This design comes from an exercise in tuning for small area, a short achievable clock period and few clock cycles per item on the open sky130 flow, not from production work. Function was checked by simulation only, so behaviour that the tests miss may differ from the original. The clock port is modelled as an ideal driver, which makes a skipped or thinned clock tree look cheaper than it is; a real chip needs a root buffer or a tree. Power is estimated from default activity; no workload was simulated.

==> run a: inputs <==
Design boron_enc, start of the top module:
module boron_enc (
    input  clk, rst, start, input [63:0] plain_text, input [79:0] master_key,
    output reg done, output [63:0] cipher_text
);
export LEC_CHECK = 0
export CAP_MARGIN = 20
export CORE_MARGIN = 2
export CORE_UTILIZATION = 65
export SETUP_SLACK_MARGIN = 3.07
export SLEW_MARGIN = 20
create_clock -name core_clock -period 5.0 [get_ports {clk}]
standard.sh (not shown) runs the stock make flow with config.mk's settings and CLKGATE_MAP_FILE= SYNTH_SCRIPT=/design/flow/synth_recipe.tcl, a recipe that flattens the netlist after the stock synthesis.
==> flow/flow/run.sh <==
#!/bin/bash
# Standard layout with two changes: smaller port buffers (ports.tcl) and a
# one-level clock tree (cts.tcl).
set -euo pipefail
here=$(pwd)
args=("PRE_GLOBAL_PLACE_TCL=$here/flow/ports.tcl" "PRE_CTS_TCL=$here/flow/cts.tcl")
if [[ -f flow/extra.txt ]]; then while read -r l; do [[ -n "$l" ]] && args+=("$l"); done < flow/extra.txt; fi
bash standard.sh "${args[@]}" finish > standard.log 2>&1
==> flow/flow/cts.tcl <==
# Clock tree built here instead of by TritonCTS. The flip-flops are split into
# 2^LEAF_LEVELS groups of equal size (alternately by median x and median y);
# each group gets a clkbuf_16 leaf buffer at its centre. With ROOT_LEVELS > 0
# the leaf buffers are themselves split the same way into 2^ROOT_LEVELS groups,
# each driven by a clkbuf_16 root buffer; the clock port drives the roots (or
# the leaves). Every register sees the same number of buffers from the port.
set ::cts_leaf_levels [expr {[info exists ::env(CTS_LEAF_LEVELS)] ? $::env(CTS_LEAF_LEVELS) : 2}]
set ::cts_root_levels [expr {[info exists ::env(CTS_ROOT_LEVELS)] ? $::env(CTS_ROOT_LEVELS) : 0}]
rename clock_tree_synthesis std_clock_tree_synthesis
proc split_sinks {sinks axis levels} {
  if {$levels == 0} { return [list $sinks] }
  set sorted [lsort -integer -index $axis $sinks]
  set half [expr {[llength $sorted] / 2}]
  set out {}
  foreach part [list [lrange $sorted 0 [expr {$half - 1}]] [lrange $sorted $half end]] {
    lappend out {*}[split_sinks $part [expr {1 - $axis}] [expr {$levels - 1}]]
  }
  return $out
}
proc drive_group {block master net_in g name} {
  set sx 0; set sy 0
  foreach s $g { incr sx [lindex $s 0]; incr sy [lindex $s 1] }
  set cnt [llength $g]
  set x [expr {$sx / $cnt}]
  set y [expr {$sy / $cnt}]
  set net [odb::dbNet_create $block "clknet_$name"]
  $net setSigType CLOCK
  set buf [odb::dbInst_create $block $master "clkbuf_$name"]
  $buf setLocation $x $y
  $buf setPlacementStatus PLACED
  [$buf findITerm A] connect $net_in
  [$buf findITerm X] connect $net
  foreach s $g {
    set it [lindex $s 2]
    $it disconnect
    $it connect $net
  }
  puts "clock buffer $name: $cnt sinks"
  return [list $x $y [$buf findITerm A]]
}
proc clock_tree_synthesis {args} {
  set block [ord::get_db_block]
  set master [[ord::get_db] findMaster sky130_fd_sc_hd__clkbuf_16]
  set clk_net [$block findNet clk]
  set sinks {}
  foreach it [$clk_net getITerms] {
    set loc [[$it getInst] getLocation]
    lappend sinks [list [lindex $loc 0] [lindex $loc 1] $it]
  }
  set leaves {}
  set n 0
  foreach g [split_sinks $sinks 0 $::cts_leaf_levels] {
    lappend leaves [drive_group $block $master $clk_net $g "leaf_$n"]
    incr n
  }
  if {$::cts_root_levels > 0} {
    set n 0
    foreach g [split_sinks $leaves 0 $::cts_root_levels] {
      drive_group $block $master $clk_net $g "root_$n"
      incr n
    }
  }
  set_propagated_clock [all_clocks]
}
==> flow/flow/extra.txt <==
CTS_LEAF_LEVELS=3
CTS_ROOT_LEVELS=1
==> flow/flow/ports.tcl <==
# Port buffers: buf_1 on the inputs, buf_2 on the outputs (which drive the
# output load), in place of the single buffer_ports call global placement makes.
rename buffer_ports std_buffer_ports
proc buffer_ports {args} {
  std_buffer_ports -inputs -buffer_cell sky130_fd_sc_hd__buf_1
  std_buffer_ports -outputs -buffer_cell sky130_fd_sc_hd__buf_2
}
==> run b (differences from run a) <==
==> flow/run.sh (new file) <==
#!/bin/bash
# synth_recipe.tcl (not shown) runs the flow's synth.tcl, then flattens the netlist and writes it again
# the make line also repeats each setting of config.mk as NAME=value (left out here)
make -C /OpenROAD-flow-scripts/flow DESIGN_CONFIG=/design/flow/config.mk WORK_HOME=/design/flow/orfs CLKGATE_MAP_FILE= SYNTH_SCRIPT=/design/flow/synth_recipe.tcl finish
Settings changed: CORE_UTILIZATION 65 to 40, SETUP_SLACK_MARGIN 3.07 to 3.2.
removed: flow/flow/run.sh
removed: flow/flow/cts.tcl
removed: flow/flow/extra.txt
removed: flow/flow/ports.tcl
removed: flow/standard.sh
==> run c (differences from run a) <==
==> flow/flow/run.sh (replaced) <==
#!/bin/bash
# Standard layout, with the port buffers made from buf_2 cells instead of the
# cell buffer_ports picks by default.
set -euo pipefail
bash standard.sh "BUFFER_PORTS_ARGS=-buffer_cell sky130_fd_sc_hd__buf_2" finish > standard.log 2>&1
Settings changed: CORE_UTILIZATION 65 to 40, SETUP_SLACK_MARGIN 3.07 to not set.
removed: flow/flow/cts.tcl
removed: flow/flow/extra.txt
removed: flow/flow/ports.tcl
==> notes <==
Run b passed the timing, design-rule and antenna checks. Run c finished with timing, DRC and antenna clean. Run a completed with no timing, DRC or antenna violations.
In sequential cell count, run a and run c do not differ.
In synthesized area, run a and run c do not differ.
In synthesized cell count, run a and run b do not differ.
Hold slack: run a > run b > run c.
The lowest clock power belongs to run a, the highest to run b.
Sequential power, highest first: run a, run c, run b.
In run b the combinational power is larger than in run a, by 74%.
Against run a, the core utilization of run c is lower by 28 points.
Of run a and run c, run a has the higher via count (gap about 1.3%, measured against run c).
Of run a and run b, run b has the higher wire length (gap about 22%, measured against run b).
==> figures <==
Power share of the sequential group: run c 0.278; run a 0.300; run b 0.175
# H-tree levels: run c 4; run a -; run b 4
Hold path startpoint: run c k[59]$_DFF_P_; run a k[59]$_DFF_P_; run b k[62]$_DFF_P_
Antenna violations before repair: run c 0; run a 0; run b 3
First-pass GRT wire length: run c 35.31 mm; run a 32.91 mm; run b 40.89 mm
Number of inserted diodes: run c 0; run a 0; run b 2
Slew of the pin with the lowest slew margin: run c 966.1 ps; run a 770.2 ps; run b 555.7 ps
Most common cell after layout, fill and taps aside: run c buf_2; run a buf_1; run b clkdlybuf4s50_1
Net switching fraction of the power: run c 0.4485; run a 0.4573; run b 0.4105
Number of instances resized during post-cts repair: run c 0; run a 79; run b 547
Dpl hpwl: run c 18.71 mm; run a 16.11 mm; run b 18.87 mm
Repair and plain buffers: run c 214; run a -; run b 346
Fraction of final layout cells sized beyond drive strength 1: run c 0.3238; run a 0.2536; run b 0.4335
Placement Cell Area: run c 0.009424 sq mm; run a 0.009124 sq mm; run b 0.01050 sq mm
Outcome: run c no timing/DRC/antenna violations; run a no timing/DRC/antenna violations; run b no timing/DRC/antenna violations
Nature of the critical path endpoint: run c output pin; run a output pin; run b flop
Power after layout: run c 8.273 mW; run a 8.086 mW; run b 12.11 mW
Register-to-Register Path Depth: run c 6; run a 6; run b 7
Nets@finish: run c 1186; run a 1181; run b 1318
Worst EP required: run c 4000 ps; run a 4000 ps; run b 5310 ps
Critical path destination: run c cipher_text[2]; run a cipher_text[46]; run b x[62]$_DFF_P_
Area taken by flip-flops and latches: run c 0.003027 sq mm; run a 0.003166 sq mm; run b 0.003269 sq mm
Testbench counts of run a, summed over its fixed seeds: cycles 9,992, items 384.
Testbench counts of run b, summed over its fixed seeds: cycles 9,992, items 384.
Testbench counts of run c, summed over its fixed seeds: cycles 9,992, items 384.
In run a the design's own scripts or RTL, not TritonCTS, make the clock network.

## separate check: timing with driven ports
Ports are ideal in the flow. The routed layouts listed here were re-timed in OpenROAD.
Step 1 sets driving cells, clkbuf_16 on the clock port and buf_2 on the other inputs (assumed; they add their load-dependent delay and slew).
Step 2 also shifts input and output timing later by t, the mid clock arrival at the registers, as if the neighbouring blocks saw the same clock.
Three values: ideal, step 1, step 2; two values: the first two.
run | t (ns) | slack for setup (ns) | clock arrival spread, ns
run a | 0.360 | 3.084 / 3.027 / 3.107 | 0.010 / 0.009
run b | 0.470 | 3.038 / 3.023 / 2.908 | 0.009 / 0.009
run c | 0.466 | 2.795 / 2.749 / 2.887 | 0.009 / 0.009
After both steps every run listed still meets setup and hold. The setup slack of run b, which loses most, moves by -0.015 ns with the drivers and by -0.130 ns with both steps.
